What follows belongs to an exercise in optimizing a design on an open flow for small area and a short achievable clock period; a production flow would make more cautious choices.
Only simulation tests tie the RTL to the original design; equivalence was not proved.

==> inputs of exp/harbor <==
==> flow/design.v <==
module signed_vector_division(in_vector_1, in_vector_2, clk, out_vector);
  parameter LEFT_SHIFT_RESOLUTION = 10;  
  input clk;
  input  [56:0] in_vector_1, in_vector_2;
  output [56:0] out_vector;
  reg [18:0] reg_x1, reg_x2;
  reg [18:0] reg_y1, reg_y2;   
  reg [18:0] reg_z1, reg_z2;
  reg [27:0] x1_left_shift, y1_left_shift, z1_left_shift;   
  reg x_sign_bit, y_sign_bit, z_sign_bit;
  reg [27:0] reg_x, reg_y, reg_z;      
  reg [56:0] reg_out_vector;           
  always @(posedge clk)
    begin : SIGNED_VECTOR_DIVISION
      reg_x1[18:0] = in_vector_1[56:38];             
      reg_x2[18:0] = in_vector_2[56:38];
      reg_y1[18:0] = in_vector_1[37:19];             
      reg_y2[18:0] = in_vector_2[37:19];
      reg_z1[18:0] = in_vector_1[18:0];              
      reg_z2[18:0] = in_vector_2[18:0];
      x1_left_shift[27:0] = reg_x1[17:0] << LEFT_SHIFT_RESOLUTION;  
      y1_left_shift[27:0] = reg_y1[17:0] << LEFT_SHIFT_RESOLUTION;   
      z1_left_shift[27:0] = reg_z1[17:0] << LEFT_SHIFT_RESOLUTION;  
      reg_x[27:0] <= x1_left_shift[27:0] / reg_x2[17:0]; 
      reg_y[27:0] <= y1_left_shift[27:0] / reg_y2[17:0];   
      reg_z[27:0] <= z1_left_shift[27:0] / reg_z2[17:0];
      x_sign_bit <= reg_x1[18] ^ reg_x2[18];
      y_sign_bit <= reg_y1[18] ^ reg_y2[18];
      z_sign_bit <= reg_z1[18] ^ reg_z2[18];
      reg_out_vector[56:0] <= { {x_sign_bit, reg_x[17:0]}, {y_sign_bit, reg_y[17:0]}, {z_sign_bit, reg_z[17:0]} };
    end
  assign out_vector[56:0] = reg_out_vector[56:0];
endmodule
==> flow/run.sh <==
#!/bin/bash
# synth_recipe.tcl (not shown) runs the flow's synth.tcl, then flattens the netlist and writes it again
# the make line also repeats each setting of config.mk as NAME=value (left out here)
make -C /OpenROAD-flow-scripts/flow DESIGN_CONFIG=/design/flow/config.mk WORK_HOME=/design/flow/orfs CLKGATE_MAP_FILE= SYNTH_SCRIPT=/design/flow/synth_recipe.tcl finish
==> flow/config.mk <==
export PLATFORM = sky130hd
export DESIGN_NAME = signed_vector_division
export DESIGN_NICKNAME = signed_vector_division
export VERILOG_FILES = /design/flow/design.v
export SDC_FILE = /design/flow/constraint.sdc
export NUM_CORES = 4
export LEC_CHECK = 0
export CAP_MARGIN = 20
export CORE_MARGIN = 2
export CORE_UTILIZATION = 40
export SLEW_MARGIN = 20
==> flow/constraint.sdc <==
create_clock -name core_clock -period 80.0 [get_ports {clk}]
set_input_delay 16.0000 -clock core_clock [delete_from_list [all_inputs] [get_ports {clk}]]
set_output_delay 16.0000 -clock core_clock [all_outputs]
set_load 0.01 [all_outputs]
==> exp/tundra (differences from exp/harbor) <==
==> flow/design.v, changed modules only <==
module vd_front (
  input  [17:0] m1,
  input  [17:0] m2,
  output [16:0] dn,      
  output [17:0] r0,      
  output [7:0]  feed     
);
  wire [9:0] a = m1[17:8];
  wire [9:0] r [0:10];
  assign r[0] = 10'd0;
  genvar j;
  generate
    for (j = 1; j <= 10; j = j + 1) begin : rs
      wire [j-1:0] t;
      if (j == 1) begin : t1
        assign t = a[9];
      end else begin : tn
        assign t = {r[j-1][j-2:0], a[10-j]};
      end
      wire hi_zero = ~|m2[17:j];
      wire ge = hi_zero & (t >= m2[j-1:0]);
      wire [j-1:0] d = t - m2[j-1:0];
      wire [j-1:0] n = ge ? d : t;
      if (j < 10) begin : pad
        assign r[j] = {{(10-j){1'b0}}, n};
      end else begin : nopad
        assign r[j] = n;
      end
    end
  endgenerate
  wire c4 = ~|m2[17:2];
  wire [17:0] u1 = c4 ? {m2[1:0], 16'd0} : m2;
  wire c3 = ~|u1[17:10];
  wire [17:0] u2 = c3 ? {u1[9:0], 8'd0} : u1;
  wire c2 = ~|u2[17:14];
  wire [17:0] u3 = c2 ? {u2[13:0], 4'd0} : u2;
  wire c1 = ~|u3[17:16];
  wire [17:0] u4 = c1 ? {u3[15:0], 2'd0} : u3;
  wire c0 = ~u4[17];
  wire [17:0] u5 = c0 ? {u4[16:0], 1'b0} : u4;
  assign dn = u5[16:0];
  wire [34:0] y0 = {17'd0, r[10], m1[7:0]};
  wire [34:0] y1 = c4 ? {y0[18:0], 16'd0} : y0;
  wire [34:0] y2 = c3 ? {y1[26:0], 8'd0} : y1;
  wire [34:0] y3 = c2 ? {y2[30:0], 4'd0} : y2;
  wire [34:0] y4 = c1 ? {y3[32:0], 2'd0} : y3;
  wire [34:0] y5 = c0 ? {y4[33:0], 1'b0} : y4;
  assign r0 = y5[25:8];
  assign feed = y5[7:0];
endmodule
module vd_back (
  input  [16:0] dn,
  input  [17:0] r0,
  input  [7:0]  feed,
  output [17:0] q
);
  wire [19:0] dp = {3'b001, dn};     
  wire [19:0] ws [0:18];
  wire [19:0] wc [0:18];
  wire [17:0] pd, nd;
  assign ws[0] = {2'b00, r0};
  assign wc[0] = 20'd0;
  genvar k;
  generate
    for (k = 0; k < 18; k = k + 1) begin : st
      wire b = (k < 8) ? feed[7-k] : 1'b0;
      wire [19:0] vs = {ws[k][18:0], b};
      wire [19:0] vc = {wc[k][18:0], 1'b0};
      wire [3:0] est = ws[k][19:16] + wc[k][19:16];
      wire pos = ~est[3];
      wire zer = &est;
      wire neg = est[3] & ~zer;
      wire [19:0] op = ({20{pos}} & ~dp) | ({20{neg}} & dp);
      wire [19:0] sm = vs ^ vc ^ op;
      wire [19:0] cy = (vs & vc) | (vs & op) | (vc & op);
      assign ws[k+1] = sm;
      assign wc[k+1] = {cy[18:0], pos};
      assign pd[17-k] = pos;
      assign nd[17-k] = neg;
    end
  endgenerate
  wire [19:0] rf = ws[18] + wc[18];
  assign q = pd - nd - {17'd0, rf[19]};
endmodule
module signed_vector_division(in_vector_1, in_vector_2, clk, out_vector);
  input clk;
  input  [56:0] in_vector_1, in_vector_2;
  output [56:0] out_vector;
  reg [2:0]  s_r;
  reg [16:0] dn_r [0:2];
  reg [17:0] r0_r [0:2];
  reg [7:0]  fd_r [0:2];
  reg [56:0] out_r;
  wire [16:0] dn [0:2];
  wire [17:0] r0 [0:2];
  wire [7:0]  fd [0:2];
  wire [17:0] q  [0:2];
  genvar i;
  generate
    for (i = 0; i < 3; i = i + 1) begin : c
      vd_front f (.m1(in_vector_1[19*i+17:19*i]), .m2(in_vector_2[19*i+17:19*i]),
                  .dn(dn[i]), .r0(r0[i]), .feed(fd[i]));
      vd_back b (.dn(dn_r[i]), .r0(r0_r[i]), .feed(fd_r[i]), .q(q[i]));
      always @(posedge clk) begin
        s_r[i]  <= in_vector_1[19*i+18] ^ in_vector_2[19*i+18];
        dn_r[i] <= dn[i];
        r0_r[i] <= r0[i];
        fd_r[i] <= fd[i];
        out_r[19*i+18:19*i] <= {s_r[i], q[i]};
      end
    end
  endgenerate
  assign out_vector = out_r;
endmodule
==> reports/results.txt <==
Die width: 395 um
Post-Synth Simple-Gate Area: 22.8%
Post-synth top area share: 21.0%
CP endpoint: reg_z[0]
Core Region: 152000 um2
Post-Route WL: 222000 um
Starting density of the core: 40.2%
Status: timing/DRC/antenna clean
WL/cell: 19.6 um
[end of results for exp/harbor]
==> reports/results.txt <==
Post-Route WL: 191000 um
Post-Layout Cell Count: 9482
Status: timing/DRC/antenna clean
Die width: 391 um
Core Region: 149000 um2
Seq/Total Area, Yosys: 6.31%
Post-Synth Simple-Gate Area: 14.5%
Nets: 9024
Met3 usage in global routing: 3.06%
WL/cell: 20.1 um
Post-synth top area share: 31.5%
CP endpoint: out_r[36]
[end of results for exp/tundra]

========
==> run a: inputs <==
signed_vector_division, a different RTL version from the one above (not shown whole).
==> module vd_s1, before the edit <==
module vd_s1 (
  input  [17:0] din,
  input  [17:0] m2,
  output [8:0] rout,
  output [8:0] dout
);
  wire [0:0] r1; wire g1;
  vd_step1 s1 (.t(din[17]), .m2(m2), .r(r1), .ge(g1));
  wire [1:0] r2; wire g2;
  vd_step2 s2 (.t({r1, din[16]}), .m2(m2), .r(r2), .ge(g2));
  wire [2:0] r3; wire g3;
  vd_step3 s3 (.t({r2, din[15]}), .m2(m2), .r(r3), .ge(g3));
  wire [3:0] r4; wire g4;
  vd_step4 s4 (.t({r3, din[14]}), .m2(m2), .r(r4), .ge(g4));
  wire [4:0] r5; wire g5;
  vd_step5 s5 (.t({r4, din[13]}), .m2(m2), .r(r5), .ge(g5));
  wire [5:0] r6; wire g6;
  vd_step6 s6 (.t({r5, din[12]}), .m2(m2), .r(r6), .ge(g6));
  wire [6:0] r7; wire g7;
  vd_step7 s7 (.t({r6, din[11]}), .m2(m2), .r(r7), .ge(g7));
  wire [7:0] r8; wire g8;
  vd_step8 s8 (.t({r7, din[10]}), .m2(m2), .r(r8), .ge(g8));
  wire [8:0] r9; wire g9;
  vd_step9 s9 (.t({r8, din[9]}), .m2(m2), .r(r9), .ge(g9));
  assign rout = r9;
  assign dout = din[8:0];
endmodule
==> module vd_s2, before the edit <==
module vd_s2 (
  input  [8:0] rin,
  input  [8:0] din,
  input  [17:0] m2,
  output [17:0] rout,
  output [11:0] qout
);
  wire [9:0] r10; wire g10;
  vd_step10 s10 (.t({rin, din[8]}), .m2(m2), .r(r10), .ge(g10));
  wire [10:0] r11; wire g11;
  vd_step11 s11 (.t({r10, din[7]}), .m2(m2), .r(r11), .ge(g11));
  wire [11:0] r12; wire g12;
  vd_step12 s12 (.t({r11, din[6]}), .m2(m2), .r(r12), .ge(g12));
  wire [12:0] r13; wire g13;
  vd_step13 s13 (.t({r12, din[5]}), .m2(m2), .r(r13), .ge(g13));
  wire [13:0] r14; wire g14;
  vd_step14 s14 (.t({r13, din[4]}), .m2(m2), .r(r14), .ge(g14));
  wire [14:0] r15; wire g15;
  vd_step15 s15 (.t({r14, din[3]}), .m2(m2), .r(r15), .ge(g15));
  wire [15:0] r16; wire g16;
  vd_step16 s16 (.t({r15, din[2]}), .m2(m2), .r(r16), .ge(g16));
  wire [16:0] r17; wire g17;
  vd_step17 s17 (.t({r16, din[1]}), .m2(m2), .r(r17), .ge(g17));
  wire [17:0] r18; wire g18;
  vd_step18 s18 (.t({r17, din[0]}), .m2(m2), .r(r18), .ge(g18));
  wire [17:0] r19; wire g19;
  wire [18:0] x19;
  vd_step19 s19 (.t({r18, 1'b0}), .m2(m2), .r(x19), .ge(g19));
  assign r19 = x19[17:0];
  wire [17:0] r20; wire g20;
  wire [18:0] x20;
  vd_step19 s20 (.t({r19, 1'b0}), .m2(m2), .r(x20), .ge(g20));
  assign r20 = x20[17:0];
  wire [17:0] r21; wire g21;
  wire [18:0] x21;
  vd_step19 s21 (.t({r20, 1'b0}), .m2(m2), .r(x21), .ge(g21));
  assign r21 = x21[17:0];
  wire [17:0] r22; wire g22;
  wire [18:0] x22;
  vd_step19 s22 (.t({r21, 1'b0}), .m2(m2), .r(x22), .ge(g22));
  assign r22 = x22[17:0];
  assign rout = r22;
  assign qout = {g11, g12, g13, g14, g15, g16, g17, g18, g19, g20, g21, g22};
endmodule
==> module signed_vector_division, before the edit <==
module signed_vector_division(in_vector_1, in_vector_2, clk, out_vector);
  input clk;
  input  [56:0] in_vector_1, in_vector_2;
  output [56:0] out_vector;
  genvar i;
  generate
    for (i = 0; i < 3; i = i + 1) begin : c
      wire [17:0] m1 = in_vector_1[19*i+17:19*i];
      wire [17:0] m2 = in_vector_2[19*i+17:19*i];
      reg s_a, s_b;
      reg [17:0] m2_a, m2_b;
      reg [8:0] r_a;
      reg [8:0] d_a;
      wire [8:0] r_an;
      wire [8:0] d_an;
      reg [17:0] r_b;
      reg [11:0] q_b;
      wire [17:0] r_bn;
      wire [11:0] q_bn;
      vd_s1 u1 (.din(m1), .m2(m2), .rout(r_an), .dout(d_an));
      vd_s2 u2 (.rin(r_a), .din(d_a), .m2(m2_a), .rout(r_bn), .qout(q_bn));
      wire [17:0] r_o; wire [17:0] q_o;
      vd_s3 u3 (.rin(r_b), .qin(q_b), .m2(m2_b), .rout(r_o), .qout(q_o));
      always @(posedge clk) begin
        s_a <= in_vector_1[19*i+18] ^ in_vector_2[19*i+18];
        s_b <= s_a;
        m2_a <= m2;
        m2_b <= m2_a;
        r_a <= r_an;
        r_b <= r_bn;
        d_a <= d_an;
        q_b <= q_bn;
      end
      assign out_vector[19*i+18:19*i] = {s_b, q_o};
    end
  endgenerate
endmodule
clock: 80.0 ns
lec_check: 0
abc_area: 1
cap_margin: 20
core_margin: 2
core_utilization: 55
slew_margin: 20
run.sh (not shown) runs the stock make flow with config.mk's settings and CLKGATE_MAP_FILE= SYNTH_SCRIPT=/design/flow/synth_recipe.tcl, a recipe that flattens the netlist after the stock synthesis.
==> run b: changes against run a <==
- CORE_UTILIZATION: 55 -> 70
- SLEW_MARGIN: 20 -> 80
==> run c: changes against run a <==
--- a/flow/design.v
+++ b/flow/design.v
@@ -1111,6 +1111,6 @@
   input  [17:0] din,
   input  [17:0] m2,
-  output [8:0] rout,
-  output [8:0] dout
+  output [9:0] rout,
+  output [7:0] dout
 );
   wire [0:0] r1; wire g1;
@@ -1132,18 +1132,18 @@
   wire [8:0] r9; wire g9;
   vd_step9 s9 (.t({r8, din[9]}), .m2(m2), .r(r9), .ge(g9));
-  assign rout = r9;
-  assign dout = din[8:0];
+  wire [9:0] r10; wire g10;
+  vd_step10 s10 (.t({r9, din[8]}), .m2(m2), .r(r10), .ge(g10));
+  assign rout = r10;
+  assign dout = din[7:0];
 endmodule
 module vd_s2 (
-  input  [8:0] rin,
-  input  [8:0] din,
+  input  [9:0] rin,
+  input  [7:0] din,
   input  [17:0] m2,
   output [17:0] rout,
   output [11:0] qout
 );
-  wire [9:0] r10; wire g10;
-  vd_step10 s10 (.t({rin, din[8]}), .m2(m2), .r(r10), .ge(g10));
   wire [10:0] r11; wire g11;
-  vd_step11 s11 (.t({r10, din[7]}), .m2(m2), .r(r11), .ge(g11));
+  vd_step11 s11 (.t({rin, din[7]}), .m2(m2), .r(r11), .ge(g11));
   wire [11:0] r12; wire g12;
   vd_step12 s12 (.t({r11, din[6]}), .m2(m2), .r(r12), .ge(g12));
@@ -1224,8 +1224,8 @@
       reg s_a, s_b;
       reg [17:0] m2_a, m2_b;
-      reg [8:0] r_a;
-      reg [8:0] d_a;
-      wire [8:0] r_an;
-      wire [8:0] d_an;
+      reg [9:0] r_a;
+      reg [7:0] d_a;
+      wire [9:0] r_an;
+      wire [7:0] d_an;
       reg [17:0] r_b;
       reg [11:0] q_b;
==> flow/flow/run.sh (new file) <==
#!/bin/bash
# The standard layout (the standard.sh: standard synthesis, floorplan,
# placement, CTS, routing, finish) with only one change: ORFS's timing
# repair is asked to keep 50 ns of setup slack instead of 0, so that it sizes
# up the critical cells of the divider array.  Synthesis, constraints, clock
# period and every other setting are the standard flow's.
set -e
export SETUP_SLACK_MARGIN=50
bash standard.sh > standard.log 2>&1
==> flow/standard.sh (new file) <==
#!/bin/bash
# synth_recipe.tcl (not shown) runs the flow's synth.tcl, then flattens the netlist and writes it again
# the make line also repeats each setting of config.mk as NAME=value (left out here)
make -C /OpenROAD-flow-scripts/flow DESIGN_CONFIG=/design/flow/config.mk WORK_HOME=/design/flow/orfs CLKGATE_MAP_FILE= SYNTH_SCRIPT=/design/flow/synth_recipe.tcl "${@:-finish}"
- CORE_UTILIZATION: 55 -> 60
removed: flow/run.sh
==> qor summary <==
Routed Wire Length: run a 146,000 um; run b 147,000 um; run c 154,000 um
Transition at the pin with the smallest max-transition slack: run a 0.980 ns; run b 0.325 ns; run c 0.866 ns
Post-synthesis to final-layout area growth: run a 7.19%; run b 9.77%; run c 12.8%
Adder-cell share of the synthesized area: run a 31.2%; run b 31.2%; run c 30.7%
Arrival time at the worst endpoint: run a 17.92 ns; run b 32.48 ns; run c 13.20 ns
Repair and plain buffers: run a 200; run b 282; run c 418
Min-Delay Endpoint: run a c[2].s_b; run b c[1].s_b; run c c[2].s_b
Shortest period the worst path allows: run a 33.92 ns; run b 31.96 ns; run c 29.20 ns
Synthesized netlist cell count: run a 8,230; run b 8,230; run c 8,301
Crit path setup slack, layout: run a 46.08 ns; run b 48.04 ns; run c 50.80 ns
Met2 Usage GRT: run a 47.6%; run b 60.0%; run c 54.5%
Die boundary width: run a 321 um; run b 285 um; run c 309 um
Wire per inst: run a 15.2 um; run b 15.5 um; run c 15.6 um
Share of the synthesized netlist area taken by xor and xnor gates: run a 7.46%; run b 7.46%; run c 7.45%
Vias in the first global route: run a 48,564; run b 51,590; run c 49,812
Overall track demand over capacity in global routing: run a 28.4%; run b 35.6%; run c 31.0%
Critical Path Start: run a c[1].m2_b[0]; run b c[1].m2_a[0]; run c c[0].m2_b[0]
Number of buffers and inverters on the critical path: run a 10; run b 34; run c 14
Seq/Total Area, Yosys: run a 9.36%; run b 9.36%; run c 9.23%
Outcome: run a finished clean; run b finished clean; run c finished clean
Multiplexer area fraction after synthesis: run a 0.301%; run b 0.301%; run c 0.179%

-- re-timing with driven ports --
How much do the figures lean on ideal ports? The routed layouts below were timed once more, with nothing changed but the port constraints.
Step 1: set_driving_cell puts a clkbuf_16 on clk and a buf_2 on each other input, an assumption about the parent block.
Step 2 times the ports against the registers' clock, not the clock port: input delays grow and output delays shrink by t, the midpoint of the rising clock arrivals with the driver on.
Three values: ideal, step 1, step 2; two values: the first two.
run | shift t [ns] | setup slack, ns | worst setup path at the end | slew at the worst register clock pin (ns)
exp/harbor | 0.672 | 2.543 / 2.604 / 1.932 | input to register | 0.09 / 0.09
exp/tundra | 0.628 | 24.139 / 24.139 / 24.139 | register to register | 0.10 / 0.10
run a | 0.670 | 46.079 / 46.004 / 46.147 | register to register | 0.07 / 0.07
run b | 0.628 | 48.038 / 48.038 / 48.038 | register to register | 0.07 / 0.07
run c | 0.667 | 50.798 / 50.732 / 50.263 | input to register | 0.07 / 0.07
After both steps setup and hold are still met in every run listed. The setup slack of exp/harbor, which loses most, moves by +0.061 ns with the drivers and by -0.611 ns with both steps.
